What follows belongs to an exercise in optimizing a design on an open flow for small area, a short achievable clock period and few clock cycles per item; a production flow would make more cautious choices.
Only simulation tests tie the RTL to the original design; equivalence was not proved.

==> design/flow/design.v <==
module DIV #(
    parameter W  = 16,       
    parameter SH = 2,        
    parameter FIRST = 1      
)(
    input  [W-1:0]   m,
    input            xo,     
    input            yo,     
    input  [W-1:0]   x,
    input  [W-1:0]   y,
    input  [2*W-1:0] u,
    input  [2*W-1:0] v,
    output [W-1:0]   xn,
    output [W-1:0]   yn,
    output [2*W-1:0] un,
    output [2*W-1:0] vn,
    output           xon     
);
    wire both = xo & yo;
    wire [W-1:0] bx = ~(y & {W{xo}});
    wire [W-1:0] by = ~(x & {W{FIRST ? both : 1'b1}});
    wire [W:0]   cx, cy;
    wire [W-1:0] dx, dy;
    assign cx[0] = 1'b1;
    assign cy[0] = 1'b1;
    genvar i;
    generate
        for (i = 0; i < W; i++) begin : sub
            assign dx[i]   = x[i] ^ bx[i] ^ cx[i];
            assign cx[i+1] = (x[i] & bx[i]) | (cx[i] & (x[i] ^ bx[i]));
            assign dy[i]   = y[i] ^ by[i] ^ cy[i];
            assign cy[i+1] = (y[i] & by[i]) | (cy[i] & (y[i] ^ by[i]));
        end
    endgenerate
    wire swap = xo & (~yo | ~cx[W]);
    wire [W-1:0]   d = swap ? dy : dx;       
    wire [2*W-1:0] w = swap ? v : u;         
    wire t = (SH > 1) && ~|(d & (m << 1));
    assign xn  = t ? d >> 2 : d >> 1;
    assign xon = (SH > 1) ? (~t | |(d & (m << 2))) : |(d & (m << 1));
    assign un = t ? w << 2 : w << 1;
    assign yn = swap ? x : y;
    wire [2*W-1:0] ua = u & {2*W{xo}};
    wire [2*W:0]   cs;
    assign cs[0] = 1'b0;
    generate
        for (i = 0; i < 2*W; i++) begin : add
            assign vn[i]    = v[i] ^ ua[i] ^ cs[i];
            assign cs[i+1] = (v[i] & ua[i]) | (cs[i] & (v[i] ^ ua[i]));
        end
    endgenerate
endmodule
module LCM #(
    parameter DATA_WIDTH = 16
)(
    input                       clk,
    input                       rst_n,
    input                       en,
    input  [DATA_WIDTH-1:0]     a,
    input  [DATA_WIDTH-1:0]     b,
    output                      valid,
    output [DATA_WIDTH*2-1:0]   gcd,
    output [DATA_WIDTH*2-1:0]   lcm
);
    localparam W  = DATA_WIDTH;
    localparam NS = 4;               
    reg en_q, busy, valid_r;
    reg [W-1:0]   x, y;
    reg [2*W-1:0] u, v;
    wire start = en & ~en_q;
    wire load  = ~busy | valid_r;
    wire [W-1:0] o = x | y;
    wire [W-1:0] m;
    wire [W:0]   seen;               
    assign seen[0] = 1'b0;
    genvar j;
    generate
        for (j = 0; j < W; j++) begin : low
            assign m[j]      = o[j] & ~seen[j];
            assign seen[j+1] = o[j] | seen[j];
        end
    endgenerate
    wire [W-1:0]   xs [NS+1];
    wire [W-1:0]   ys [NS+1];
    wire [2*W-1:0] us [NS+1];
    wire [2*W-1:0] vs [NS+1];
    wire           xos[NS+1];
    assign xs[0] = x;
    assign ys[0] = y;
    assign us[0] = u;
    assign vs[0] = v;
    assign xos[0] = |(x & m);
    genvar i;
    generate
        for (i = 0; i < NS; i++) begin : step
            DIV #(.W(W), .FIRST(i == 0)) u_step (
                .m (m),
                .xo(xos[i]),
                .yo(i == 0 ? |(y & m) : 1'b1),
                .x (xs[i]), .y (ys[i]), .u (us[i]), .v (vs[i]),
                .xn(xs[i+1]), .yn(ys[i+1]), .un(us[i+1]), .vn(vs[i+1]),
                .xon(xos[i+1])
            );
        end
    endgenerate
    always_ff @(posedge clk, negedge rst_n) begin
        if (!rst_n) begin
            en_q    <= 1'b0;
            busy    <= 1'b0;
            valid_r <= 1'b0;
        end else begin
            en_q    <= en;
            busy    <= start | (busy & ~valid_r);
            valid_r <= busy & ~valid_r & ~|xs[NS];
        end
    end
    always_ff @(posedge clk) begin
        if (load) begin
            x <= a;
            y <= b;
            u <= {{W{1'b0}}, b};
            v <= '0;
        end else begin
            x <= xs[NS];
            y <= ys[NS];
            u <= us[NS];
            v <= vs[NS];
        end
    end
    assign valid = valid_r;
    assign gcd   = {{W{1'b0}}, y};
    assign lcm   = v;
endmodule
==> design/flow/flow/run.sh <==
#!/bin/bash
# Own layout flow: the standard synthesis, then ABC maps the
# combinational logic again for area with a few scripts (registers and
# adder cells untouched) and keeps the smallest result, then the standard
# ORFS flow from floorplan to finish, with buf_1 port buffers.
# Each tool writes its full output to a log file here.
set -euo pipefail
HERE=$(pwd)
R=$HERE/orfs/results/$FLOW_PLATFORM/LCM/base
LIB=$FLOW_HOME/platforms/$FLOW_PLATFORM/lib/sky130_fd_sc_hd__tt_025C_1v80.lib

bash standard.sh synth > log_synth.txt 2>&1
cp "$R/1_2_yosys.v" "$HERE/std_synth.v"

# combinational cells as logic, for ABC to map again
python3 flow/genmap.py "$LIB" comb_map.v > log_genmap.txt 2>&1
DU=$(make -s -C "$FLOW_HOME" DESIGN_CONFIG="$HERE/config.mk" WORK_HOME="$HERE/orfs" print-DONT_USE_CELLS 2>/dev/null | sed -n 's/^DONT_USE_CELLS: //p')
DUARGS=""
for c in $DU; do DUARGS="$DUARGS -dont_use $c"; done

remap() {  # remap SCRIPT: writes remap_SCRIPT.v and remap_SCRIPT.area
  local s=$1
  cat > remap_$s.ys <<E2
read_liberty -lib $LIB
read_verilog $HERE/std_synth.v
hierarchy -top $FLOW_TOP
techmap -map $HERE/comb_map.v
techmap
opt -fast
abc -script $HERE/flow/$s.abc -liberty $LIB $DUARGS -D 240000
opt_clean -purge
hilomap -singleton -hicell sky130_fd_sc_hd__conb_1 HI -locell sky130_fd_sc_hd__conb_1 LO
splitnets
opt_clean -purge
tee -o $HERE/remap_$s.stat stat -liberty $LIB
check -assert -mapped
write_verilog -noattr -nohex -nodec $HERE/remap_$s.v
E2
  if yosys -s remap_$s.ys > log_remap_$s.txt 2>&1; then
    sed -n "s/.*Chip area for module '.$FLOW_TOP': *//p" remap_$s.stat > remap_$s.area
  fi
}
for s in a4 b1 b3 c4 c5; do remap $s & done
wait
best=""; besta=""
for s in a4 b1 b3 c4 c5; do
  [[ -s remap_$s.area ]] || continue
  a=$(cat remap_$s.area)
  if [[ -z "$best" ]] || awk -v a="$a" -v b="$besta" 'BEGIN{exit !(a<b)}'; then best=$s; besta=$a; fi
done
echo "best remap: $best $besta" | tee log_remap_choice.txt
if [[ -n "$best" ]]; then
  cp remap_$best.v "$R/1_2_yosys.v"
  touch "$R/1_2_yosys.v"
fi

export BUFFER_PORTS_ARGS="-buffer_cell sky130_fd_sc_hd__buf_1"
bash standard.sh finish > log_finish.txt 2>&1
==> design/flow/flow/a4.abc <==
strash
dch
map -a
mfs2
&get -n
&st
&dch
&nf -R 1000
&put
mfs2
&get -n
&st
&dch
&nf -R 1000
&put
topo
==> design/flow/flow/b1.abc <==
strash
dch
map -a
mfs2
&get -n
&st
&dch
&nf -R 1000
&put
mfs2
&get -n
&st
&dch
&nf -R 1000
&put
mfs2
&get -n
&st
&dch
&nf -R 1000
&put
topo
==> design/flow/flow/b3.abc <==
strash
dc2
dch -f
map -a
mfs2 -a
strash
dch -f
map -a
mfs2 -a
&get -n
&st
&dch -f
&nf -R 1000
&put
topo
==> design/flow/flow/c3.abc <==
strash
&get -n
&st
&deepsyn -T 120
&put
dch
map -a
mfs2
&get -n
&st
&dch
&nf -R 1000
&put
mfs2
&get -n
&st
&dch
&nf -R 1000
&put
topo
==> design/flow/flow/c4.abc <==
strash
dch
amap
mfs2
&get -n
&st
&dch
&nf -R 1000
&put
mfs2
&get -n
&st
&dch
&nf -R 1000
&put
topo
==> design/flow/flow/c5.abc <==
strash
ifraig
dc2
dch
map -a
mfs2 -W 4 -M 5000
&get -n
&st
&dch
&nf -R 1000
&put
mfs2 -W 4 -M 5000
&get -n
&st
&dch
&nf -R 1000
&put
topo
==> design/flow/flow/genmap.py <==
import re,sys
lib=open(sys.argv[1]).read()
# cells kept as they are: adders, tie cells and anything not for logic
keep=['sky130_fd_sc_hd__fa_','sky130_fd_sc_hd__ha_','sky130_fd_sc_hd__conb','sky130_fd_sc_hd__lpflow','sky130_fd_sc_hd__probe']
out=[]
starts=[m for m in re.finditer(r'\n\s*cell\s*\(\s*"?(sky130_fd_sc_hd__\w+)"?\s*\)',lib)]
for k,m in enumerate(starts):
    name=m.group(1)
    body=lib[m.end(): starts[k+1].start() if k+1<len(starts) else len(lib)]
    if re.search(r'\b(ff|latch|statetable)\s*\(',body): continue
    if any(name.startswith(p) for p in keep): continue
    pins=re.findall(r'pin\s*\(\s*"?(\w+)"?\s*\)\s*\{(.*?)\n\s{8}\}',body,re.S)
    ins=[];outs=[]
    for pn,pb in pins:
        d=re.search(r'direction\s*:\s*"?(\w+)',pb)
        if not d: continue
        if d.group(1)=='input': ins.append(pn)
        elif d.group(1)=='output':
            f=re.search(r'function\s*:\s*"([^"]*)"',pb)
            if not f: break
            outs.append((pn,f.group(1)))
    else:
        if not outs: continue
        ex=[]
        for pn,f in outs:
            f=f.replace('!','~').replace('+','|').replace('*','&')
            ex.append(f"  assign {pn} = {f};")
        out.append(f"module {name}({','.join(ins+[o for o,_ in outs])});\n"+''.join(f"  input {i};\n" for i in ins)+''.join(f"  output {o};\n" for o,_ in outs)+'\n'.join(ex)+"\nendmodule\n")
open(sys.argv[2],'w').write('\n'.join(out))
print(len(out))
==> design/flow/standard.sh <==
#!/bin/bash
# synth_recipe.tcl (not shown) runs the flow's synth.tcl, then flattens the netlist and writes it again
# the make line also repeats each setting of config.mk as NAME=value (left out here)
make -C /OpenROAD-flow-scripts/flow DESIGN_CONFIG=/design/flow/config.mk WORK_HOME=/design/flow/orfs CLKGATE_MAP_FILE= SYNTH_SCRIPT=/design/flow/synth_recipe.tcl "${@:-finish}"
==> design/flow/config.mk <==
export PLATFORM = sky130hd
export DESIGN_NAME = LCM
export DESIGN_NICKNAME = LCM
export VERILOG_FILES = /design/flow/design.v
export SDC_FILE = /design/flow/constraint.sdc
export NUM_CORES = 4
export LEC_CHECK = 0
export ABC_AREA = 1
export CAP_MARGIN = 5
export CORE_MARGIN = 2
export CORE_UTILIZATION = 60
export CTS_CLUSTER_DIAMETER = 100
export CTS_CLUSTER_SIZE = 30
export SLEW_MARGIN = 5
==> design/flow/constraint.sdc <==
create_clock -name core_clock -period 240.0 [get_ports {clk}]
set_input_delay 48.0000 -clock core_clock [delete_from_list [all_inputs] [get_ports {clk}]]
set_output_delay 48.0000 -clock core_clock [all_outputs]
set_load 0.01 [all_outputs]
==> out/metrics.yaml, run 1 <==
worst_setup_path:
  critical_path_arrival_ps: 1110
  r2r-start: "y[0]"
  critPathMaxFanout: 7
  critPathMaxStageDelay_ps: 520
  startpoint_type: "flop"
  path_cells: "buf_1"
  crit_slowest_cell: "dfxtp_1"
  ff2ff_setup_slack_ps: 192190
  cp.buffers_inverters: 1
  required_ps: 192000
  critical_path.endpoint_type: "primary output"
  critical_path.top_delay_family: "flip-flops"
  r2r_end: "v[31]"
  reg2regPathDepth: 133
  crit_type: "flop to primary output"
clock_network:
  clock-root-buffer: "clkbuf_16"
  cts_sinks: 99
  cts_resized: 0
  postCtsHoldBufs: 0
  cts.path.max_buffers: 2
  cts_made_buffers: 9
  cts_tree: "yes"
  post_cts_buffers: 0
  clkTransAtPathRegs_ps: 70
  clkLatencyLatePin_ps: 360
  cts.htree.levels: 3
worst_hold_path:
  holdPathStages: 1
  hp-start: "en_q"
  hold_end: "busy"
  hold_path.class: "flop to flop"
cells_and_area:
  multiInputGateArea_um2: 11400
  final_util: 0.665
  area_growth_pct: 9.72
  final_nets: 1916
  fillers: 1964
  final-seq-area_um2: 2000
  n_antenna_cell: 0
  drive_gt1_frac: 0.0303
sta:
  rsz0062_at_grt: "false"
  fin_crit_sh: 0.205
  worst_pin_slew_ps: 1360
  fmax_ghz: 0.0204
  finalSetupViolations: 0
  finClkSkew_ps: 7.90
  finalWorstSetupSlack_ps: 190890
  finalSetupTns_ps: 0
  hold_viol: 0
  period_minus_slack_ps: 49110
  maxSlewViolCount: 0
  relSlewSlack: 0.0840
place:
  hpwlAfterDp_um: 30800
  dpl_worst_slack_ps: 191280
  io_buffer_count: 83
  gp_congestion: 0.955
global_routing:
  overflow: 0
  grt_max_degree: 84
  antenna_found_initial: 0
  grt_pass1_vias: 12100
  grt_pass1_wl_um: 63700
  gr-usage-all-layers: 0.341
routing:
  dr.pass1.iters: 7
  drtIter0Drc: 858
  drt_wl_total_um: 38800
  vias_per_cell: 6.11
  wl_per_cell_um: 20.1
  drtAntennaViolNets: 0
  drc: 0
  via_count: 11800
floorplan:
  die_width_um: 155
  rows: 55
  ios: 100
  coreArea_um2: 22400
  die_h_um: 155
  dieArea_um2: 23900
  start_util: 0.606
synthesis:
  postSynthCellCount: 1511
  ys.warnings.count: 1
  synth_area_um2: 13600
  syn_avg_cell_area_um2: 9.00
status:
  status: "timing/DRC/antenna clean"
job:
  drv_cap: 0
## per-stage QoR
stage                     std cells  hold slack (ps)  instance area [µm²]
after floorplan                1528              400                13700
after global placement         1917              406                14600
after detailed placement       1917              416                14600
after CTS                      1932              426                14900
after global routing           1933              458                14900
final                          1933              421                14900
## state kept, by name, indices dropped and copies added (netlist names)
name     flops
x           16
v           32
y           16
valid_r      1
en_q         1
busy         1
u           32
## layout by cell type (no fill, tap or decap), types with 7 or more instances in the layout
master and n:
a21oi_1 63, and2_0 59, buf_1 83, buf_4 21
clkbuf_16 9, clkinv_1 83, conb_1 19, dfxtp_1 96
fa_1 230, ha_1 7, mux2_1 48, mux2i_1 192
nand2_1 259, nand2b_1 18, nand3_1 7, nor2_1 152
nor3_1 7, nor3b_1 8, o211ai_1 9, o21ai_0 148
o221ai_1 7, o22ai_1 38, xnor2_1 7
## metal layers
layer / part of all wire / track usage
met1: 0.40 / 0.442
met2: 0.50 / 0.586
met3: 0.065 / 0.0521
met4: 0.036 / 0.116
met5: 0 / 0
## layout make-up
cell class,instances,area share
multi-input cells,1346,0.767
flip-flops and latches,99,0.134
repair buffers,105,0.0318
well taps,285,0.0239
inverters,83,0.0209
clock buffers,9,0.0151
clock inverters,6,0.00755
## how the worst max path moves through the flow
| stage | start | endpoint | slack [ps] | depth (start not counted) |
|---|---|---|---|---|
| 2_1_floorplan | y[0] | valid_r | 174100 | 116 |
| 3_3_place_gp | y[14] | gcd[14] | 191300 | 1 |
| 3_5_place_dp | y[14] | gcd[14] | 191280 | 1 |
| 4_1_cts | y[14] | gcd[14] | 190890 | 1 |
| 5_1_grt | y[0] | v[31] | 189580 | 133 |
| 6_report | y[14] | gcd[14] | 190890 | 1 |
Testbench counts, summed over its fixed seeds: cycles 7,949, items 1,600.
==> run 2: changes to the inputs <==
--- a/design/flow/config.mk
+++ b/design/flow/config.mk
@@ -9,6 +9,4 @@
 export CAP_MARGIN = 5
 export CORE_MARGIN = 2
 export CORE_UTILIZATION = 60
-export CTS_CLUSTER_DIAMETER = 100
-export CTS_CLUSTER_SIZE = 30
 export SLEW_MARGIN = 5
==> out/metrics.yaml, run 2 <==
status:
  status: "timing/DRC/antenna clean"
cells_and_area:
  fillers: 1964  # unchanged
  stdcell_count: 1933  # unchanged
  area_growth_pct: 9.72  # unchanged
  drive_gt1_frac: 0.0303  # unchanged
  multiInputGateArea_um2: 11400  # unchanged
  top_regs: "u: 32 flops, v: 32 flops"
  final_nets: 1916  # unchanged
  layout_commonest_cell: "nand2_1"
  n_antenna_cell: 0  # unchanged
  mostFrequentLayoutCells: "259 x nand2_1, 230 x fa_1, 192 x mux2i_1"
  final-seq-area_um2: 2000  # unchanged
global_routing:
  grt_pass1_vias: 12100  # unchanged
  gr-usage-all-layers: 0.341  # unchanged
  antenna_found_initial: 0  # unchanged
  grt_max_degree: 84  # unchanged
  overflow: 0  # unchanged
  grt_pass1_wl_um: 63700  # unchanged
routing:
  drtAntennaViolNets: 0  # unchanged
  drtIter0Drc: 858  # unchanged
  via_count: 11800  # unchanged
  drt_wl_total_um: 38800  # unchanged
  vias_per_cell: 6.11  # unchanged
  dr.pass1.iters: 7  # unchanged
  wl_per_cell_um: 20.1  # unchanged
  drc: 0  # unchanged
sta:
  finalSetupViolations: 0  # unchanged
  hold_viol: 0  # unchanged
  relSlewSlack: 0.0840  # unchanged
  finClkSkew_ps: 7.90  # unchanged
  period_minus_slack_ps: 49110  # unchanged
  worst_pin_slew_ps: 1360  # unchanged
  rsz0062_at_grt: "false"
  finalSetupTns_ps: 0  # unchanged
  maxSlewViolCount: 0  # unchanged
  fmax_ghz: 0.0204  # unchanged
  fin_crit_sh: 0.205  # unchanged
worst_setup_path:
  crit_type: "flop to primary output"
  r2r-start: "y[0]"
  crit_start: "y[14]"
  ff2ff_setup_slack_ps: 192190  # about the same
  critPathMaxFanout: 7  # unchanged
  critPathMaxStageDelay_ps: 520  # about the same
  critical_path_arrival_ps: 1110  # about the same
  startpoint_type: "flop"
  required_ps: 192000  # about the same
  crit_slowest_cell: "dfxtp_1"
  critical_path.endpoint_type: "primary output"
  path_cells: "buf_1"
  critical_path.top_delay_family: "flip-flops"
  cp.buffers_inverters: 1  # unchanged
clock_network:
  cts_tree: "yes"
  clock-root-buffer: "clkbuf_16"
  postCtsHoldBufs: 0  # unchanged
  cts_made_buffers: 9  # unchanged
  cts.path.max_buffers: 2  # unchanged
  cts_sinks: 99  # unchanged
  cts_resized: 0  # unchanged
  clkLatencyLatePin_ps: 360  # about the same
  clkTransAtPathRegs_ps: 70  # about the same
  post_cts_buffers: 0  # unchanged
  cts.htree.levels: 3  # unchanged
worst_hold_path:
  hp-start: "en_q"
  hold_path.class: "flop to flop"
place:
  place_inst: 1917  # unchanged
  hpwlAfterDp_um: 30800  # unchanged
  gp_congestion: 0.955  # unchanged
  io_buffer_count: 83  # unchanged
floorplan:
  rows: 55  # unchanged
  coreArea_um2: 22400  # unchanged
  dieArea_um2: 23900  # unchanged
  die_width_um: 155  # unchanged
  die_h_um: 155  # unchanged
  start_util: 0.606  # unchanged
  ios: 100  # unchanged
synthesis:
  syn_avg_cell_area_um2: 9.00  # unchanged
  ys.warnings.count: 1  # unchanged
  synth_area_um2: 13600  # unchanged
  postSynthCellCount: 1511  # unchanged
job:
  drv_cap: 0  # unchanged
-- run 2: worst paths after layout --
path / end / depth (start not counted)
setup / recovery: gcd[14] / 1
hold / removal: busy / 1
setup reg to reg: v[31] / 133
hold reg to reg: busy / 1
max in group asynchronous: busy / 1
min in group asynchronous: en_q / 1
-- run 2: worst register-to-register path: cells and delay by family (launching register included) --
family	cells	cell delay, ps
flops	1	350
xor+xnor	5	840
buf+inv	15	4540
fa+ha+maj	72	29210
compound gates	10	2540
simple gates	30	9680
mux	1	570
-- run 2: area by class of cell --
cell class	count	area share
clock buffer	9	0.0151
inverter	83	0.0209
clock inverter	6	0.00755
sequential	99	0.134
tap	285	0.0239
multi-input combinational	1346	0.767
timing repair buffer	105	0.0318
-- run 2: routing by layer --
layer | wire, µm | global-route usage
met3 | 2510 | 0.0521
met4 | 1390 | 0.116
met1 | 15600 | 0.442
met2 | 19300 | 0.586
met5 | 0 | 0
-- run 2: metrics by stage --
step | utilization | hold WS [ps] | worst slack [ps] | cell area [µm²]
global placement | 0.650 | 406 | 191300 | 14600
global route | 0.665 | 458 | 189580 | 14900
CTS | 0.665 | 426 | 190890 | 14900
floorplan | - | 400 | 174100 | 13700
detailed placement | 0.650 | 416 | 191280 | 14600
finish | 0.665 | 421 | 190890 | 14900
==> run 3: changes to the inputs <==
--- a/design/flow/config.mk
+++ b/design/flow/config.mk
@@ -9,4 +9,7 @@
 export CAP_MARGIN = 5
 export CORE_MARGIN = 2
 export CORE_UTILIZATION = 60
+export CTS_BUF_LIST = sky130_fd_sc_hd__clkbuf_16
+export CTS_CLUSTER_DIAMETER = 200
+export CTS_CLUSTER_SIZE = 50
 export SLEW_MARGIN = 5
==> out/metrics.yaml, run 3 <==
status:
  status: "timing/DRC/antenna clean"
clock_network:
  clock-root-buffer: "clkbuf_16"
  postCtsHoldBufs: 0  # unchanged
  post_cts_buffers: 0  # unchanged
  cts_resized: 0  # unchanged
  clkLatencyLatePin_ps: 360  # about the same
  cts_tree: "yes"
  cts.htree.levels: 3  # unchanged
  clkTransAtPathRegs_ps: 70  # about the same
  cts_made_buffers: 9  # unchanged
  cts_sinks: 99  # unchanged
  cts.path.max_buffers: 2  # unchanged
synthesis:
  ys.warnings.count: 1  # unchanged
  synth_area_um2: 13600  # unchanged
  syn_avg_cell_area_um2: 9.00  # unchanged
  postSynthCellCount: 1511  # unchanged
floorplan:
  start_util: 0.606  # unchanged
  die_h_um: 155  # unchanged
  dieArea_um2: 23900  # unchanged
  die_width_um: 155  # unchanged
  coreArea_um2: 22400  # unchanged
  ios: 100  # unchanged
  rows: 55  # unchanged
routing:
  dr.pass1.iters: 7  # unchanged
  drtIter0Drc: 858  # unchanged
  drtAntennaViolNets: 0  # unchanged
  drt_wl_total_um: 38800  # unchanged
  wl_per_cell_um: 20.1  # unchanged
  vias_per_cell: 6.11  # unchanged
  drc: 0  # unchanged
  via_count: 11800  # unchanged
global_routing:
  overflow: 0  # unchanged
  gr-usage-all-layers: 0.341  # unchanged
  antenna_found_initial: 0  # unchanged
  grt_max_degree: 84  # unchanged
  grt_pass1_vias: 12100  # unchanged
  grt_pass1_wl_um: 63700  # unchanged
sta:
  relSlewSlack: 0.0840  # unchanged
  maxSlewViolCount: 0  # unchanged
  rsz0062_at_grt: "false"
  finClkSkew_ps: 7.90  # unchanged
  hold_viol: 0  # unchanged
  period_minus_slack_ps: 49110  # unchanged
  finalSetupViolations: 0  # unchanged
  fin_crit_sh: 0.205  # unchanged
  fmax_ghz: 0.0204  # unchanged
  worst_pin_slew_ps: 1360  # unchanged
  finalSetupTns_ps: 0  # unchanged
worst_setup_path:
  crit_slowest_cell: "dfxtp_1"
  critical_path.endpoint_type: "primary output"
  path_cells: "buf_1"
  critical_path_arrival_ps: 1110  # about the same
  cp.buffers_inverters: 1  # unchanged
  startpoint_type: "flop"
  critPathMaxStageDelay_ps: 520  # about the same
  critical_path.top_delay_family: "flip-flops"
  required_ps: 192000  # about the same
  crit_type: "flop to primary output"
  critPathMaxFanout: 7  # unchanged
cells_and_area:
  final_util: 0.665  # unchanged
  top_regs: "u: 32 flops, v: 32 flops"
  area_growth_pct: 9.72  # unchanged
  final_nets: 1916  # unchanged
  drive_gt1_frac: 0.0303  # unchanged
  n_antenna_cell: 0  # unchanged
  layout_commonest_cell: "nand2_1"
  mostFrequentLayoutCells: "259 x nand2_1, 230 x fa_1, 192 x mux2i_1"
place:
  io_buffer_count: 83  # unchanged
  hpwlAfterDp_um: 30800  # unchanged
  gp_congestion: 0.955  # unchanged
worst_hold_path:
  hold_path.class: "flop to flop"
job:
  drv_cap: 0  # unchanged
-- run 3: routing by layer --
layer	track usage	vias to the layer above	share of wire
met5	0	-	0
met4	0.116	0	0.036
met3	0.0521	74	0.065
met2	0.586	433	0.50
met1	0.442	5855	0.40
li1	-	5444	-
-- run 3: area by class of cell --
| cell class | instances | area (µm²) |
|---|---|---|
| fillers | 1964 | 7510 |
| well taps | 285 | 357 |
| inverters | 83 | 312 |
| clock inverters | 6 | 113 |
| multi-input cells | 1346 | 11400 |
| repair buffers | 105 | 474 |
| clock buffers | 9 | 225 |
| flip-flops and latches | 99 | 2000 |
-- run 3: path summary, 6_finish.rpt --
path,slack [ps],startpoint,depth (start not counted),to
setup / recovery,190890,y[14],1,gcd[14]
max in group asynchronous,192410,rst_n,1,busy
hold reg to reg,420,en_q,1,busy
setup reg to reg,192190,y[0],133,v[31]
min in group asynchronous,47440,rst_n,1,en_q
hold / removal,420,en_q,1,busy
-- run 3: stage by stage --
stage          hold WS, ps  worst slack (ps)  cell area [µm²]  instances
6_report               421            190890            14900       1933
5_1_grt                458            189580            14900       1933
4_1_cts                426            190890            14900       1932
3_5_place_dp           416            191280            14600       1917
3_3_place_gp           406            191300            14600       1917
2_1_floorplan          400            174100            13700       1528
==> run 4: changes to the inputs <==
==> design/flow/config.mk (replaced) <==
export PLATFORM = sky130hd
export DESIGN_NAME = LCM
export DESIGN_NICKNAME = LCM
export VERILOG_FILES = /design/flow/design.v
export SDC_FILE = /design/flow/constraint.sdc
export NUM_CORES = 4
export LEC_CHECK = 0
export ABC_AREA = 1
export CAP_MARGIN = 0
export CORE_MARGIN = 2
export CORE_UTILIZATION = 60
export SLEW_MARGIN = 0
==> out/metrics.yaml, run 4 <==
status:
  status: "timing/DRC/antenna clean"
cells_and_area:
  drive_gt1_frac: 0.0298  # -0.000589
  area_growth_pct: 9.68  # about the same
  fillers: 1964  # unchanged
  top_regs: "u: 32 flops, v: 32 flops"
  final-seq-area_um2: 2000  # unchanged
  mostFrequentLayoutCells: "259 x nand2_1, 230 x fa_1, 192 x mux2i_1"
  multiInputGateArea_um2: 11400  # unchanged
  n_antenna_cell: 0  # unchanged
  layout_commonest_cell: "nand2_1"
  stdcell_count: 1932  # -0.052%
  final_nets: 1915  # -0.052%
global_routing:
  gr-usage-all-layers: 0.341  # unchanged
  overflow: 0  # unchanged
  grt_max_degree: 84  # unchanged
  grt_pass1_vias: 12100  # unchanged
  grt_pass1_wl_um: 63700  # unchanged
  antenna_found_initial: 0  # unchanged
routing:
  drtIter0Drc: 866  # +0.93%
  drt_wl_total_um: 38800  # +0.17%
  vias_per_cell: 6.06  # -0.72%
  drtAntennaViolNets: 0  # unchanged
  wl_per_cell_um: 20.1  # +0.22%
  dr.pass1.iters: 5  # -2
  drc: 0  # unchanged
  via_count: 11700  # -0.77%
worst_setup_path:
  critPathMaxFanout: 7  # unchanged
  crit_slowest_cell: "dfxtp_1"
  startpoint_type: "flop"
  cp.buffers_inverters: 1  # unchanged
  r2r-start: "y[0]"
  critical_path_arrival_ps: 1110  # about the same
  critical_path.top_delay_family: "flip-flops"
  required_ps: 192000  # about the same
  crit_type: "flop to primary output"
  ff2ff_setup_slack_ps: 192190  # about the same
  reg2regPathDepth: 133  # unchanged
  critPathMaxStageDelay_ps: 520  # about the same
  critical_path.endpoint_type: "primary output"
  r2r_end: "v[31]"
  path_cells: "buf_1"
worst_hold_path:
  hold_path.class: "flop to flop"
  hp-start: "en_q"
  hold_end: "busy"
  holdPathStages: 1  # unchanged
synthesis:
  synth_area_um2: 13600  # unchanged
  ys.warnings.count: 1  # unchanged
  syn_avg_cell_area_um2: 9.00  # unchanged
  postSynthCellCount: 1511  # unchanged
place:
  gp_congestion: 0.955  # unchanged
  hpwlAfterDp_um: 30800  # unchanged
  place_inst: 1917  # unchanged
  io_buffer_count: 83  # unchanged
sta:
  fmax_ghz: 0.0204  # about the same
  finalSetupTns_ps: 0  # unchanged
  rsz0062_at_grt: "false"
  fin_crit_sh: 0.205  # about the same
  period_minus_slack_ps: 49110  # +2.00 ps
  maxSlewViolCount: 0  # unchanged
  relSlewSlack: 0.0888  # +0.00489
  finalSetupViolations: 0  # unchanged
  finClkSkew_ps: 8.59  # +0.683 ps
  hold_viol: 0  # unchanged
  worst_pin_slew_ps: 1350  # -7.25 ps
floorplan:
  die_h_um: 155  # unchanged
  rows: 55  # unchanged
  ios: 100  # unchanged
  start_util: 0.606  # unchanged
  die_width_um: 155  # unchanged
  coreArea_um2: 22400  # unchanged
  dieArea_um2: 23900  # unchanged
clock_network:
  cts.path.max_buffers: 2  # unchanged
  clkLatencyLatePin_ps: 360  # about the same
  cts_resized: 0  # unchanged
  postCtsHoldBufs: 0  # unchanged
  cts_sinks: 99  # unchanged
  clkTransAtPathRegs_ps: 80  # about the same
  clock-root-buffer: "clkbuf_16"
  cts.htree.levels: 3  # unchanged
  cts_tree: "yes"
  cts_made_buffers: 9  # unchanged
  post_cts_buffers: 0  # unchanged
job:
  drv_cap: 0  # unchanged
[run 4: changes by cell type in the layout (fill, tap and decap cells not counted), sizes merged]
cell | before | now
buf | 105 | 104
[run 4: area by class of cell]
cell class,instances,share of cell area
sequential,99,0.134
tap,285,0.0239
clock inverter,6,0.00755
timing repair buffer,104,0.0315
clock buffer,9,0.0151
multi-input combinational,1346,0.767
inverter,83,0.0209
[run 4: how the worst max path moves through the flow]
stage | cells past startpoint | slack [ps] | start | end
2_1_floorplan | 116 | 174100 | y[0] | valid_r
3_3_place_gp | 1 | 191300 | y[14] | gcd[14]
3_5_place_dp | 1 | 191280 | y[14] | gcd[14]
4_1_cts | 1 | 190890 | y[14] | gcd[14]
5_1_grt | 133 | 189570 | y[0] | v[31]
6_report | 1 | 190890 | y[14] | gcd[14]
[run 4: metrics by stage]
stage	cell area (µm²)	utilization	setup slack, ps	hold WS, ps
2_1_floorplan	13700	-	174100	400
3_3_place_gp	14600	0.650	191300	406
3_5_place_dp	14600	0.650	191280	416
4_1_cts	14900	0.665	190890	426
5_1_grt	14900	0.665	189570	458
6_report	14900	0.665	190890	420
[run 4: metal layers]
layer  part of all wire  GRT usage  up-vias
met5                  0          0        -
met4              0.034      0.116        0
met3              0.063     0.0521       61
met2               0.50      0.586      383
met1               0.41      0.442     5831
li1                   -          -     5440
==> run 5: changes to the inputs <==
--- a/design/flow/config.mk
+++ b/design/flow/config.mk
@@ -6,7 +6,8 @@
 export NUM_CORES = 4
 export LEC_CHECK = 0
 export ABC_AREA = 1
-export CAP_MARGIN = 0
+export CAP_MARGIN = 5
 export CORE_MARGIN = 2
-export CORE_UTILIZATION = 60
-export SLEW_MARGIN = 0
+export CORE_UTILIZATION = 75
+export PLACE_DENSITY = 0.8
+export SLEW_MARGIN = 5
==> out/metrics.yaml, run 5 <==
place:
  gp_congestion: 0.996  # +4.4%
  place_area_um2: 14500  # -0.40%
  hpwlAfterDp_um: 29500  # -4.1%
  io_buffer_count: 83  # unchanged
floorplan:
  coreArea_um2: 17900  # -20%
  die_width_um: 139  # -10%
  dieArea_um2: 19200  # -20%
  die_h_um: 139  # -10%
  ios: 100  # unchanged
  start_util: 0.760  # +0.153
  rows: 49  # -11%
worst_setup_path:
  reg2regPathDepth: 134  # +0.75%
  startpoint_type: "flop"
  r2r-start: "y[0]"
  r2r_end: "v[31]"
  crit_cells: 1  # unchanged
  critical_path_arrival_ps: 1050  # -60 ps
  path_cells: "buf_1"
  cp.buffers_inverters: 1  # unchanged
  critical_path.top_delay_family: "flip-flops"
  ff2ff_setup_slack_ps: 192920  # +730 ps
  critical_path.endpoint_type: "primary output"
  crit_slowest_cell: "dfxtp_1"
  crit_start: "y[8]"
  critPathMaxFanout: 8  # +1
  critPathMaxStageDelay_ps: 500  # -20 ps
  required_ps: 192000  # about the same
  endpoint: "gcd[8]"
  crit_type: "flop to primary output"
synthesis:
  ys.warnings.count: 1  # unchanged
  synth_area_um2: 13600  # unchanged
  syn_avg_cell_area_um2: 9.00  # unchanged
  postSynthCellCount: 1511  # unchanged
clock_network:
  cts_made_buffers: 9  # unchanged
  cts_resized: 0  # unchanged
  postCtsHoldBufs: 0  # unchanged
  cts.path.max_buffers: 2  # unchanged
  cts_tree: "yes"
  clkLatencyLatePin_ps: 370  # about the same
  post_cts_buffers: 0  # unchanged
  cts.htree.levels: 3  # unchanged
  clock-root-buffer: "clkbuf_16"
  cts_sinks: 99  # unchanged
  clkTransAtPathRegs_ps: 80  # about the same
sta:
  finalSetupTns_ps: 0  # unchanged
  period_minus_slack_ps: 49050  # -57.0 ps
  maxSlewViolCount: 0  # unchanged
  relSlewSlack: 0.214  # +0.125
  hold_viol: 0  # unchanged
  rsz0062_at_grt: "false"
  fin_crit_sh: 0.204  # -0.000237
  timing.hold.ws_ps: 441  # +20.2 ps
  finClkSkew_ps: 7.35  # -1.23 ps
  fmax_ghz: 0.0204  # +0.12%
  worst_pin_slew_ps: 1170  # -185 ps
  finalSetupViolations: 0  # unchanged
job:
  drv_cap: 0  # unchanged
cells_and_area:
  area_growth_pct: 8.87
  mostFrequentLayoutCells: "259 x nand2_1, 230 x fa_1, 192 x mux2i_1"
  n_antenna_cell: 0  # unchanged
  drive_gt1_frac: 0.0309  # +0.00114
  final_nets: 1918  # +0.16%
  top_regs: "u: 32 flops, v: 32 flops"
  final_util: 0.827  # +0.162
  final_area_um2: 14800  # -0.74%
  layout_commonest_cell: "nand2_1"
global_routing:
  overflow: 0  # unchanged
  antenna_found_initial: 0  # unchanged
  grt_max_degree: 75  # -11%
  gr-usage-all-layers: 0.411  # +0.0703
  grt_pass1_wl_um: 63100  # -0.98%
  grt_pass1_vias: 12600  # +4.3%
worst_hold_path:
  hp-start: "en_q"
  hold_path.class: "flop to flop"
routing:
  drt_wl_total_um: 38000  # -2.0%
  drtAntennaViolNets: 0  # unchanged
  drc: 0  # unchanged
  vias_per_cell: 6.50  # +7.2%
  via_count: 12200  # +4.3%
  dr.pass1.iters: 6  # +1
  wl_per_cell_um: 20.2  # +0.69%
  drtIter0Drc: 1201  # +39%
status:
  status: "timing/DRC/antenna clean"
==> run 5: changes by cell type in the layout (fill, tap and decap cells not counted), sizes merged <==
cell	previous run	this run
buf	104	107
bufinv	3	0
clkinv	84	86
clkinvlp	0	1
inv	2	3
==> run 5: final cells by class <==
class                      count  area [µm²]
tap                          229         287
fill                        1216        3100
clock buffer                   9         225
clock inverter                 7        61.3
timing repair buffer         107         492
sequential                    99        2000
multi-input combinational   1346       11400
inverter                      83         312
==> run 5: stage by stage <==
stage / worst slack (ps) / std cells
after floorplan: 174100 / 1528
after global placement: 191370 / 1864
after detailed placement: 191360 / 1864
after CTS: 190960 / 1880
after global routing: 190820 / 1880
final: 190950 / 1880
==> run 5: per-layer routing <==
metal / global-route usage / vias to the layer above / wire length (µm)
met3: 0.0608 / 179 / 3090
met5: 0 / - / 0
li1: - / 5450 / -
met2: 0.683 / 694 / 18600
met1: 0.514 / 5894 / 13900
met4: 0.248 / 0 / 2500
==> run 5: worst min-delay path by stage <==
stage / endpoint / slack (ps) / cells after the start
floorplan: busy / 400 / 1
global placement: busy / 420 / 1
detailed placement: busy / 420 / 1
CTS: busy / 440 / 1
global route: busy / 460 / 1
finish: busy / 440 / 1
==> run 6: changes to the inputs <==
--- a/design/flow/flow/run.sh
+++ b/design/flow/flow/run.sh
@@ -18,6 +18,7 @@
 DUARGS=""
 for c in $DU; do DUARGS="$DUARGS -dont_use $c"; done
 
+SCRIPTS="c4 e2 b4 e1 e5 b3"
 remap() {  # remap SCRIPT: writes remap_SCRIPT.v and remap_SCRIPT.area
   local s=$1
   cat > remap_$s.ys <<E2
@@ -40,10 +41,10 @@
     sed -n "s/.*Chip area for module '.$FLOW_TOP': *//p" remap_$s.stat > remap_$s.area
   fi
 }
-for s in a4 b1 b3 c4 c5; do remap $s & done
+for s in $SCRIPTS; do remap $s & done
 wait
 best=""; besta=""
-for s in a4 b1 b3 c4 c5; do
+for s in $SCRIPTS; do
   [[ -s remap_$s.area ]] || continue
   a=$(cat remap_$s.area)
   if [[ -z "$best" ]] || awk -v a="$a" -v b="$besta" 'BEGIN{exit !(a<b)}'; then best=$s; besta=$a; fi
==> design/flow/flow/b4.abc (new file) <==
strash
&get -n
&st
&dch
&nf -p -R 1000
&put
mfs2
&get -n
&st
&dch
&nf -p -R 1000
&put
topo
==> design/flow/flow/e1.abc (new file) <==
strash
dch
amap
mfs2
&get -n
&st
&dch
&nf -R 1000
&put
mfs2
&get -n
&st
&dch
&nf -R 1000
&put
mfs2
&get -n
&st
&dch
&nf -R 1000
&put
topo
==> design/flow/flow/e2.abc (new file) <==
strash
dch -f
amap
mfs2
&get -n
&st
&dch -f
&nf -R 1000
&put
mfs2
&get -n
&st
&dch -f
&nf -R 1000
&put
topo
==> design/flow/flow/e5.abc (new file) <==
strash
&get -n
&st
&dc2
&put
dch
amap
mfs2
&get -n
&st
&dch
&nf -R 1000
&put
mfs2
&get -n
&st
&dch
&nf -R 1000
&put
topo
--- a/design/flow/config.mk
+++ b/design/flow/config.mk
@@ -8,6 +8,5 @@
 export ABC_AREA = 1
 export CAP_MARGIN = 5
 export CORE_MARGIN = 2
-export CORE_UTILIZATION = 75
-export PLACE_DENSITY = 0.8
+export CORE_UTILIZATION = 60
 export SLEW_MARGIN = 5
removed: design/flow/flow/a4.abc
removed: design/flow/flow/b1.abc
removed: design/flow/flow/c3.abc
removed: design/flow/flow/c5.abc
==> out/metrics.yaml, run 6 <==
global_routing:
  grt_pass1_wl_um: 63700  # +0.98%
  grt_pass1_vias: 12100  # -4.1%
  overflow: 0  # unchanged
  gr-usage-all-layers: 0.341  # -0.0703
  antenna_found_initial: 0  # unchanged
  grt_max_degree: 84  # +12%
sta:
  finalSetupTns_ps: 0  # unchanged
  rsz0062_at_grt: "false"
  finClkSkew_ps: 7.90  # +0.550 ps
  fin_crit_sh: 0.205  # +0.000229
  timing.hold.ws_ps: 421  # -20.0 ps
  relSlewSlack: 0.0840  # -0.130
  finalSetupViolations: 0  # unchanged
  period_minus_slack_ps: 49110  # +55.0 ps
  hold_viol: 0  # unchanged
  maxSlewViolCount: 0  # unchanged
  worst_pin_slew_ps: 1360  # +193 ps
  fmax_ghz: 0.0204  # -0.11%
floorplan:
  die_width_um: 155  # +11%
  ios: 100  # unchanged
  start_util: 0.606  # -0.153
  die_h_um: 155  # +11%
  dieArea_um2: 23900  # +24%
  coreArea_um2: 22400  # +25%
  rows: 55  # +12%
clock_network:
  cts_tree: "yes"
  cts_made_buffers: 9  # unchanged
  clock-root-buffer: "clkbuf_16"
  cts_resized: 0  # unchanged
  post_cts_buffers: 0  # unchanged
  clkTransAtPathRegs_ps: 70  # about the same
  postCtsHoldBufs: 0  # unchanged
  cts_sinks: 99  # unchanged
  cts.htree.levels: 3  # unchanged
  clkLatencyLatePin_ps: 360  # about the same
  cts.path.max_buffers: 2  # unchanged
cells_and_area:
  n_antenna_cell: 0  # unchanged
  multiInputGateArea_um2: 11400  # about the same
  fillers: 1964  # +62%
  mostFrequentLayoutCells: "259 x nand2_1, 230 x fa_1, 192 x mux2i_1"
  final_area_um2: 14900  # +0.78%
  final-seq-area_um2: 2000  # unchanged
  layout_commonest_cell: "nand2_1"
  drive_gt1_frac: 0.0303  # -0.000551
  area_growth_pct: 9.72
  final_nets: 1916  # -0.10%
  top_regs: "u: 32 flops, v: 32 flops"
  stdcell_count: 1933  # +2.8%
worst_setup_path:
  required_ps: 192000  # about the same
  reg2regPathDepth: 133  # -0.75%
  critical_path.top_delay_family: "flip-flops"
  ff2ff_setup_slack_ps: 192190  # -730 ps
  critical_path.endpoint_type: "primary output"
  r2r_end: "v[31]"
  critPathMaxStageDelay_ps: 520  # +20 ps
  crit_slowest_cell: "dfxtp_1"
  critical_path_arrival_ps: 1110  # +60 ps
  crit_type: "flop to primary output"
  cp.buffers_inverters: 1  # unchanged
  critPathMaxFanout: 7  # -1
  path_cells: "buf_1"
  startpoint_type: "flop"
  r2r-start: "y[0]"
routing:
  drt_wl_total_um: 38800  # +1.9%
  drtAntennaViolNets: 0  # unchanged
  drc: 0  # unchanged
  via_count: 11800  # -3.4%
  wl_per_cell_um: 20.1  # -0.90%
  dr.pass1.iters: 7  # +1
  vias_per_cell: 6.11  # -6.0%
  drtIter0Drc: 858  # -29%
job:
  drv_cap: 0  # unchanged
synthesis:
  ys.warnings.count: 1  # unchanged
  postSynthCellCount: 1511  # unchanged
  synth_area_um2: 13600  # unchanged
  syn_avg_cell_area_um2: 9.00  # unchanged
place:
  place_area_um2: 14600  # +0.41%
  hpwlAfterDp_um: 30800  # +4.3%
  gp_congestion: 0.955  # -4.2%
  io_buffer_count: 83  # unchanged
  place_inst: 1917  # +2.8%
worst_hold_path:
  holdPathStages: 1  # unchanged
  hp-start: "en_q"
  hold_end: "busy"
  hold_path.class: "flop to flop"
status:
  status: "timing/DRC/antenna clean"
run 6: cell types whose count changed in the layout (fill, tap and decap cells not counted):
cell,before,now
buf_4,24,21
bufinv_16,0,3
clkinv_4,2,0
inv_8,2,0
buf_2,0,1
clkinvlp_4,1,0
inv_6,1,2
nand3_1,8,7
nand3_2,0,1
nor4_1,7,6
nor4_2,1,2
run 6: how the worst max path moves through the flow:
| stage | slack [ps] | from | endpoint | cells past startpoint |
|---|---|---|---|---|
| 2_1_floorplan | 174100 | y[0] | valid_r | 116 |
| 3_3_place_gp | 191300 | y[14] | gcd[14] | 1 |
| 3_5_place_dp | 191280 | y[14] | gcd[14] | 1 |
| 4_1_cts | 190890 | y[14] | gcd[14] | 1 |
| 5_1_grt | 189580 | y[0] | v[31] | 133 |
| 6_report | 190890 | y[14] | gcd[14] | 1 |
run 6: layout make-up:
type,count,area share
Clock buffer,9,0.0151
Clock inverter,6,0.00755
Inverter,83,0.0209
Tap cell,285,0.0239
Multi-Input combinational cell,1346,0.767
Sequential cell,99,0.134
Timing Repair Buffer,105,0.0318
run 6: stage by stage:
stage          worst slack (ps)  utilization
6_report                 190890        0.665
4_1_cts                  190890        0.665
3_3_place_gp             191300        0.650
5_1_grt                  189580        0.665
3_5_place_dp             191280        0.650
2_1_floorplan            174100            -
run 6: metal layers:
layer / vias to the layer above / part of all wire / GRT usage
li1: 5444 / - / -
met1: 5855 / 0.40 / 0.442
met2: 433 / 0.50 / 0.586
met3: 74 / 0.065 / 0.0521
met4: 0 / 0.036 / 0.116
met5: - / 0 / 0
==> run 7: changes to the inputs <==
--- a/design/flow/config.mk
+++ b/design/flow/config.mk
@@ -8,5 +8,6 @@
 export ABC_AREA = 1
 export CAP_MARGIN = 5
 export CORE_MARGIN = 2
-export CORE_UTILIZATION = 60
+export CORE_UTILIZATION = 40
+export CTS_BUF_LIST = sky130_fd_sc_hd__clkbuf_8
 export SLEW_MARGIN = 5
==> out/metrics.yaml, run 7 <==
routing:
  via_count: 11700  # -0.78%
  drtIter0Drc: 723  # -16%
  drtAntennaViolNets: 0  # unchanged
  dr.pass1.iters: 5  # -2
  vias_per_cell: 5.59  # -8.5%
  drt_wl_total_um: 41100  # +5.9%
  wl_per_cell_um: 19.6  # -2.3%
  drc: 0  # unchanged
worst_setup_path:
  crit_slowest_cell: "dfxtp_1"
  critical_path.endpoint_type: "primary output"
  critical_path_arrival_ps: 1120  # about the same
  path_cells: "buf_1"
  critical_path.top_delay_family: "flip-flops"
  crit_type: "flop to primary output"
  critPathMaxFanout: 7  # unchanged
  required_ps: 192000  # about the same
  critPathMaxStageDelay_ps: 490  # -30 ps
  startpoint_type: "flop"
  cp.buffers_inverters: 1  # unchanged
floorplan:
  die_h_um: 188  # +22%
  ios: 100  # unchanged
  die_width_um: 188  # +22%
  start_util: 0.406  # -0.201
  dieArea_um2: 35500  # +49%
  rows: 67  # +22%
  coreArea_um2: 33500  # +49%
job:
  drv_cap: 0  # unchanged
clock_network:
  cts_sinks: 99  # unchanged
  clkTransAtPathRegs_ps: 120  # +50 ps
  clkLatencyLatePin_ps: 450  # +90 ps
  cts_tree: "yes"
  cts_resized: 0  # unchanged
  cts_made_buffers: 9  # unchanged
  post_cts_buffers: 0  # unchanged
  cts.path.max_buffers: 2  # unchanged
  cts.htree.levels: 3  # unchanged
  postCtsHoldBufs: 0  # unchanged
  clock-root-buffer: "clkbuf_8"
global_routing:
  grt_pass1_wl_um: 66800  # +5.0%
  gr-usage-all-layers: 0.241  # -0.0994
  antenna_found_initial: 0  # unchanged
  grt_max_degree: 61  # -27%
  overflow: 0  # unchanged
  grt_pass1_vias: 12500  # +3.7%
cells_and_area:
  drive_gt1_frac: 0.0297  # -0.000607
  area_growth_pct: 10.4
  n_antenna_cell: 0  # unchanged
  final_nets: 1915  # -0.052%
  final_util: 0.448  # -0.218
  layout_commonest_cell: "nand2_1"
  top_regs: "u: 32 flops, v: 32 flops"
  fillers: 3418  # +74%
  mostFrequentLayoutCells: "259 x nand2_1, 230 x fa_1, 192 x mux2i_1"
status:
  status: "timing/DRC/antenna clean"
sta:
  relSlewSlack: 0.170  # +0.0864
  rsz0062_at_grt: "false"
  period_minus_slack_ps: 49120  # +8.00 ps
  finClkSkew_ps: 18.6  # +10.7 ps
  maxSlewViolCount: 0  # unchanged
  worst_pin_slew_ps: 1230  # -128 ps
  fmax_ghz: 0.0204  # about the same
  finalWorstSetupSlack_ps: 190880  # -8.00 ps
  finalSetupViolations: 0  # unchanged
  hold_viol: 0  # unchanged
  finalSetupTns_ps: 0  # unchanged
  fin_crit_sh: 0.205  # about the same
place:
  hpwlAfterDp_um: 31900  # +3.8%
  io_buffer_count: 83  # unchanged
  gp_congestion: 0.865  # -9.4%
  dpl_worst_slack_ps: 191340  # +56.0 ps
synthesis:
  ys.warnings.count: 1  # unchanged
  synth_area_um2: 13600  # unchanged
  postSynthCellCount: 1511  # unchanged
  syn_avg_cell_area_um2: 9.00  # unchanged
worst_hold_path:
  hold_path.class: "flop to flop"
==> run 7: final timing paths <==
path	cells after the start	startpoint	end	slack (ps)
min in group asynchronous	1	rst_n	en_q	47330
max reg2reg	129	y[0]	v[31]	192630
max	1	y[12]	gcd[12]	190880
max in group asynchronous	1	rst_n	busy	192500
min	1	en_q	busy	440
min reg2reg	1	en_q	busy	440
==> run 7: cell type report <==
class	instances	area, µm²	area share
Multi-Input combinational cell	1346	11400	0.762
Sequential cell	99	2000	0.133
Tap cell	448	561	0.0374
Timing Repair Buffer	104	469	0.0313
Inverter	83	312	0.0208
Clock buffer	10	138	0.00917
Clock inverter	6	93.8	0.00625
==> run 7: through the flow <==
step | cells | hold WS, ps | cell area [µm²]
5_1_grt | 2096 | 451 | 15000
6_report | 2096 | 445 | 15000
4_1_cts | 2096 | 450 | 15000
3_5_place_dp | 2080 | 422 | 14800
2_1_floorplan | 1528 | 400 | 13700
3_3_place_gp | 2080 | 405 | 14800
==> run 7: metal layers <==
layer | track usage | up-vias | share of wire
met5 | 0 | - | 0
li1 | - | 5449 | -
met1 | 0.306 | 5890 | 0.42
met4 | 0.0775 | 0 | 0.028
met2 | 0.421 | 309 | 0.50
met3 | 0.0397 | 66 | 0.049

==> what the ideal ports hide <==
Ports are ideal in the flow. The routed layouts listed here were re-timed in OpenROAD.
Step 1 assumes that a clkbuf_16 drives the clock port and a buf_2 every other input.
Step 2 also shifts input and output timing later by t, the mid clock arrival at the registers, as if the neighbouring blocks saw the same clock.
Slacks: no drivers / after step 1 / after step 2; pairs: no drivers / after step 1.
run | shift t [ns] | slack for setup (ns) | worst setup path after step 2 | latest minus earliest clock arrival (ns) | pins driven straight from the clock port
run 1 | 0.405 | 190.891 / 190.839 / 191.244 | register to output | 0.008 / 0.008 | 1
run 2 | 0.405 | 190.891 / 190.839 / 191.244 | register to output | 0.008 / 0.008 | 1
run 3 | 0.405 | 190.891 / 190.839 / 191.244 | register to output | 0.008 / 0.008 | 1
run 4 | 0.406 | 190.889 / 190.838 / 191.244 | register to output | 0.009 / 0.008 | 1
run 5 | 0.413 | 190.946 / 190.896 / 191.309 | register to output | 0.008 / 0.007 | 1
run 6 | 0.405 | 190.891 / 190.839 / 191.244 | register to output | 0.008 / 0.008 | 1
run 7 | 0.485 | 190.883 / 190.834 / 191.319 | register to output | 0.019 / 0.019 | 1
After both steps every run listed still meets setup and hold.
